What follows belongs to an exercise in optimizing a design on an open flow for small area; a production flow would make more cautious choices.
Only simulation tests tie the RTL to the original design; equivalence was not proved.
Power is estimated from default activity; no workload was simulated.

// ProcessingElement
module ProcessingElement (
	input         			clock,
	input         			reset,
	output        			psum_in_ready,
	input         			psum_in_valid,
	input 	signed 	[20:0] 	psum_in,
	input         			psum_out_ready,
	output        			psum_out_valid,
	output 	signed 	[20:0] 	psum_out,
	input         			iact_address_in_valid,
	input  			[7:0]  	iact_address_in,
	input  			       	iact_data_in_valid,
	input  			[12:0] 	iact_data_in,
	input  			       	weight_address_in_valid,
	input  			[6:0]  	weight_address_in,
	input  			       	weight_data_in_valid,
	input  			[11:0] 	weight_data_in,
	output 			       	iact_address_write_fin,
	output 			       	iact_data_write_fin,
	output 			       	psum_add_fin,
	input  			       	psum_enq_en,
	input  			       	do_load_en,
	output 			       	cal_fin,
	input					iact_write_fin_clear,
	input					weight_write_fin_clear,
	output 					all_write_fin,
	input			[4:0]	PSUM_DEPTH,
	input					psum_spad_clear
);
Size: about 180,000 um^2 of cells after synthesis.
Settings: LEC_CHECK=0, CAP_MARGIN=30, CELL_PAD_IN_SITES_DETAIL_PLACEMENT=1, CELL_PAD_IN_SITES_GLOBAL_PLACEMENT=2, CORE_MARGIN=2, CORE_UTILIZATION=30, CTS_CLUSTER_DIAMETER=70, CTS_CLUSTER_SIZE=30, PLACE_DENSITY=0.4, SLEW_MARGIN=30; clock period 12.0 ns.
standard.sh (not shown) runs the stock make flow with config.mk's settings and CLKGATE_MAP_FILE= SYNTH_SCRIPT=/design/flow/synth_recipe.tcl, a recipe that flattens the netlist after the stock synthesis.
==> flow/flow/run.sh <==
#!/bin/bash
set -euo pipefail
export CTS_ARGS="-sink_clustering_enable -repair_clock_nets -sink_clustering_size 30 -sink_clustering_max_diameter 70 -dont_use_dummy_load"
bash standard.sh > standard_flow.log 2>&1
Next try:
==> flow/flow/run.sh (replaced) <==
#!/bin/bash
set -euo pipefail
export CTS_ARGS="-sink_clustering_enable -repair_clock_nets -sink_clustering_size 30 -sink_clustering_max_diameter 60 -dont_use_dummy_load"
bash standard.sh > standard_flow.log 2>&1
- CAP_MARGIN: 30 -> 20
- CORE_UTILIZATION: 30 -> 40
- CTS_CLUSTER_DIAMETER: 70 -> 60
- PLACE_DENSITY: 0.4 -> 0.5
- SLEW_MARGIN: 30 -> 20
The changed run ran to the end with violations: capacitance limit, slew limit.
Routed wire length falls by 9.6%.
Final area falls by about 1.6%.
Non-clock buffer count falls by 101.
Global-route usage rises by 8.3 points.
Total power stays flat.
Via count rises by about 4%.
Sequential share of layout area rises by 1.0 points.

---

Starting RTL as in the previous note.
==> flow/design.v (excerpt) <==
module ProcessingElement (
	input         			clock,
	input         			reset,
	output        			psum_in_ready,
	input         			psum_in_valid,
	input 	signed 	[20:0] 	psum_in,
	input         			psum_out_ready,
	output        			psum_out_valid,
	output 	signed 	[20:0] 	psum_out,
	input         			iact_address_in_valid,
	input  			[7:0]  	iact_address_in,
	input  			       	iact_data_in_valid,
	input  			[12:0] 	iact_data_in,
	input  			       	weight_address_in_valid,
	input  			[6:0]  	weight_address_in,
	input  			       	weight_data_in_valid,
	input  			[11:0] 	weight_data_in,
	output 			       	iact_address_write_fin,
	output 			       	iact_data_write_fin,
	output 			       	psum_add_fin,
	input  			       	psum_enq_en,
	input  			       	do_load_en,
	output 			       	cal_fin,
	input					iact_write_fin_clear,
	input					weight_write_fin_clear,
	output 					all_write_fin,
	input			[4:0]	PSUM_DEPTH,
	input					psum_spad_clear
);
export LEC_CHECK = 0
export CAP_MARGIN = 30
export CELL_PAD_IN_SITES_DETAIL_PLACEMENT = 1
export CELL_PAD_IN_SITES_GLOBAL_PLACEMENT = 2
export CORE_MARGIN = 2
export CORE_UTILIZATION = 25
export CTS_CLUSTER_DIAMETER = 80
export CTS_CLUSTER_SIZE = 30
export PLACE_DENSITY = 0.35
export SLEW_MARGIN = 30
create_clock -name core_clock -period 12.0 [get_ports {clock}]
==> flow/flow/run.sh <==
#!/bin/bash
set -euo pipefail
export CTS_ARGS="-sink_clustering_enable -repair_clock_nets -sink_clustering_size 30 -sink_clustering_max_diameter 80 -dont_use_dummy_load"
bash standard.sh > standard_flow.log 2>&1
Then changed:
==> flow/flow/run.sh (replaced) <==
#!/bin/bash
set -euo pipefail
export CTS_ARGS="-sink_clustering_enable -repair_clock_nets -sink_clustering_size 30 -sink_clustering_max_diameter 60 -dont_use_dummy_load"
bash standard.sh > standard_flow.log 2>&1
--- a/flow/config.mk
+++ b/flow/config.mk
@@ -13 +13 @@
-export CTS_CLUSTER_DIAMETER = 80
+export CTS_CLUSTER_DIAMETER = 60
Flip-flop and latch count stays the same.
Worst hold slack gets worse by 0.013 ns.
Via count rose by 1.6%.
Maximum frequency stays flat.
Synthesized area is unchanged.
Critical path depth does not change.
Utilization grows by 0.58 points.
Global-route usage stays flat.

[what the ideal ports hide]
In the flow no input, the clock included, has a driving cell. The finished layouts below were timed again as built, in two steps. Step 1 assumes that a clkbuf_16 drives the clock port and a buf_2 every other input. Step 2, shift: input delay + t, output delay - t, t = (earliest + latest rising clock arrival at the registers) / 2. This alone moves slack from input paths to output paths. Three values: no drivers, after step 1, after step 2; two values: the first two.
run | t, ns | slack for setup (ns) | latest minus earliest clock arrival (ns) | worst register clock-pin slew, ns | pins driven straight from the clock port
the first run of note 1 | 1.162 | 1.856 / 1.816 / 1.738 | 0.188 / 0.188 | 0.10 / 0.10 | 1
the second run of note 1 | 1.135 | 1.762 / 1.733 / 1.012 | 0.193 / 0.193 | 0.10 / 0.10 | 1
the first run of note 2 | 1.180 | 1.724 / 1.684 / 0.812 | 0.176 / 0.176 | 0.11 / 0.11 | 1
the second run of note 2 | 1.218 | 1.746 / 1.708 / 0.753 | 0.195 / 0.195 | 0.09 / 0.09 | 1
For the second run of note 2, which loses most, drivers alone change the setup slack by -0.038 ns; drivers and shift together by -0.993 ns.
